Context: an optimization exercise on an open-source flow, tuned for small area. The choices shown serve that exercise and are no tape-out recipe. Only simulation tests tie the RTL to the original design; equivalence was not proved.

Design top_level, start of the top module:
module top_level (
    input clk, reset,
    input logic signed [10:0] sig_modulated_fixed_real,
    input logic signed [10:0] sig_modulated_fixed_imag,
    input logic signed [10:0] demod_Lo_real,
    input logic signed [10:0] demod_Lo_imag,
    output logic signed [61:0] sig_demod_30_real,
    output logic signed [61:0] sig_demod_30_imag
);
==> flow/config.mk <==
export PLATFORM = sky130hd
export DESIGN_NAME = top_level
export DESIGN_NICKNAME = top_level
export VERILOG_FILES = /design/flow/design.v
export SDC_FILE = /design/flow/constraint.sdc
export NUM_CORES = 4
export LEC_CHECK = 0
export CAP_MARGIN = 20
export CORE_MARGIN = 2
export CORE_UTILIZATION = 50
export CTS_BUF_LIST = sky130_fd_sc_hd__clkbuf_8
export GPL_TIMING_DRIVEN = 0
export SETUP_SLACK_MARGIN = 0.1
export SLEW_MARGIN = 20
export SYNTH_HIERARCHICAL = 1
export SYNTH_MINIMUM_KEEP_SIZE = 0
==> flow/constraint.sdc <==
create_clock -name core_clock -period 10.0 [get_ports {clk}]
set_input_delay 2.0000 -clock core_clock [delete_from_list [all_inputs] [get_ports {clk}]]
set_output_delay 2.0000 -clock core_clock [all_outputs]
set_load 0.01 [all_outputs]
standard.sh (not shown) runs the stock make flow with config.mk's settings and CLKGATE_MAP_FILE= SYNTH_SCRIPT=/design/flow/synth_recipe.tcl, a recipe that flattens the netlist after the stock synthesis.
==> flow/flow/run.sh <==
#!/bin/bash
# The standard layout, with smaller port buffers: buffer_ports otherwise picks
# clkdlybuf4s50_1 for every port.
set -euo pipefail
export BUFFER_PORTS_ARGS="-buffer_cell sky130_fd_sc_hd__buf_2"
bash standard.sh > standard.log 2>&1
The first run ran to the end with no violations.
Rerun with:
--- a/flow/design.v
+++ b/flow/design.v
@@ -3002,18 +3002,16 @@
         if (last) begin
             out_re <= acc_re;
             out_im <= acc_im;
         end
     end
 end
 always_ff @(posedge clk) begin
-    if (is27 || fold) begin
-        nxt_re <= p_re;
-        nxt_im <= p_im;
-    end
+    nxt_re <= p_re;
+    nxt_im <= p_im;
 end
 assign sig_demod_30_real = {{33{out_re[28]}}, out_re};
 assign sig_demod_30_imag = {{33{out_im[28]}}, out_im};
 endmodule
 module fa (input a, b, c, output s, co);
 assign s = a ^ b ^ c;
 assign co = (a & b) | (a & c) | (b & c);
Result:
- area after synthesis went down by 2.3%
- final area went down by 2.7%
- worst hold slack is about the same
- non-clock buffer count went down by 12
- fmax went up by 1.2%
- sequential share of layout area went down by 1.4 points
- core utilization went down by 0.26 points
- sequential cell count stays the same
- setup slack gets better by 120 ps
- via count went down by 0.77%
- first-iteration DRC count went down by 5.7%

--- another note on this design; it stands on its own ---

Setup of old:
// top_level
module top_level (
    input clk, reset,
    input logic signed [10:0] sig_modulated_fixed_real,
    input logic signed [10:0] sig_modulated_fixed_imag,
    input logic signed [10:0] demod_Lo_real,
    input logic signed [10:0] demod_Lo_imag,
    output logic signed [61:0] sig_demod_30_real,
    output logic signed [61:0] sig_demod_30_imag
);
logic [4:0] cnt;
wire last = (cnt == 5'd29);
wire sel4 = (cnt >= 5'd2) && (cnt <= 5'd23);
wire odd = (cnt <= 5'd1) || ((cnt >= 5'd6) && (cnt <= 5'd19)) || (cnt == 5'd24) || (cnt == 5'd25) || (cnt == 5'd26) || last;
wire [21:0] p_re, p_im;
logic [28:0] acc_re, acc_im, out_re, out_im;
logic [22:0] nxt_re, nxt_im;
wire [28:0] base_re = last ? {{5{nxt_re[22]}}, nxt_re, 1'b0} : acc_re;
wire [28:0] base_im = last ? {{5{nxt_im[22]}}, nxt_im, 1'b0} : acc_im;
wire [28:0] acc_next_re, acc_next_im;
wire first2 = (cnt == 5'd27);
wire [22:0] nxt_next_re, nxt_next_im;
wire rs1;
wire rc2;
wire rs3;
wire rc4;
wire rs5;
wire rc6;
wire rs7;
wire rc8;
wire rs9;
wire rc10;
  ...
clock: 10.0 ns
lec_check: 0
cap_margin: 20
core_margin: 2
core_utilization: 50
gpl_timing_driven: 0
setup_slack_margin: 0.2
slew_margin: 20
synth_hierarchical: 1
synth_minimum_keep_size: 0
standard.sh (not shown) runs the stock make flow with config.mk's settings and CLKGATE_MAP_FILE= SYNTH_SCRIPT=/design/flow/synth_recipe.tcl, a recipe that flattens the netlist after the stock synthesis.
==> flow/flow/run.sh <==
#!/bin/bash
# The standard layout, with smaller port buffers: buffer_ports otherwise picks
# clkdlybuf4s50_1 for every port.
set -euo pipefail
export BUFFER_PORTS_ARGS="-buffer_cell sky130_fd_sc_hd__buf_1"
bash standard.sh > standard.log 2>&1
Modified inputs, new compared to old
Settings: CTS_BUF_LIST newly set to sky130_fd_sc_hd__clkbuf_2 sky130_fd_sc_hd__clkbuf_4 sky130_fd_sc_hd__clkbuf_8; SETUP_SLACK_MARGIN changed from 0.2 to 0.1.
==> flow/flow/run.sh <==
#!/bin/bash
# The standard layout, with smaller port buffers: buffer_ports otherwise picks
# clkdlybuf4s50_1 for every port.
set -euo pipefail
export BUFFER_PORTS_ARGS="-buffer_cell sky130_fd_sc_hd__buf_2"
bash standard.sh > standard.log 2>&1
[summary]
In new the share of cell area taken by flip-flops and latches turned out 0.26 points higher than in old.
new vs. old: number of synthesized register bits stayed essentially flat; required time of the critical path now sits higher.
Diff old..new | mux contribution to synthesized area | unchanged
When the final numbers for new and old were put side by side, the cell count turned out to be smaller in new.
As far as worst hold slack is concerned, new and old perform about the same.
From old to new the numbers moved as follows: global-route wire length before repair up 0.67%; setup slack after layout down 150 ps.

## static timing again, ports no longer ideal
Ports are ideal in the flow. The routed layouts listed here were re-timed in OpenROAD. Step 1 (the two cells are an assumption about what drives the block):
set clk [get_ports {clk}]
set_driving_cell -lib_cell sky130_fd_sc_hd__clkbuf_16 $clk
set_driving_cell -lib_cell sky130_fd_sc_hd__buf_2 [delete_from_list [all_inputs] $clk]
Step 2 adds t to the input delays and takes it off the output delays; t is the mean of the earliest and latest rising clock arrival at the registers after step 1. Input paths then give back, and output paths get back, about the clock's delay inside the block. Slacks: no drivers / after step 1 / after step 2; pairs: no drivers / after step 1.
run	shift t [ns]	setup WS [ns]	worst setup path at the end	worst register clock-pin slew, ns	cell pins on the clock port's net
the first run of note 1	0.545	0.210 / 0.230 / -0.315	input to register	0.10 / 0.10	1
the second run of note 1	0.534	0.331 / 0.349 / -0.185	input to register	0.10 / 0.10	1
old	0.499	0.423 / 0.455 / -0.044	input to register	0.08 / 0.08	1
new	0.542	0.273 / 0.296 / -0.246	input to register	0.10 / 0.10	1
Met with ideal ports but missed after step 2: setup timing in every run listed. For the first run of note 1, which loses most, drivers alone change the setup slack by +0.020 ns; drivers and shift together by -0.525 ns.
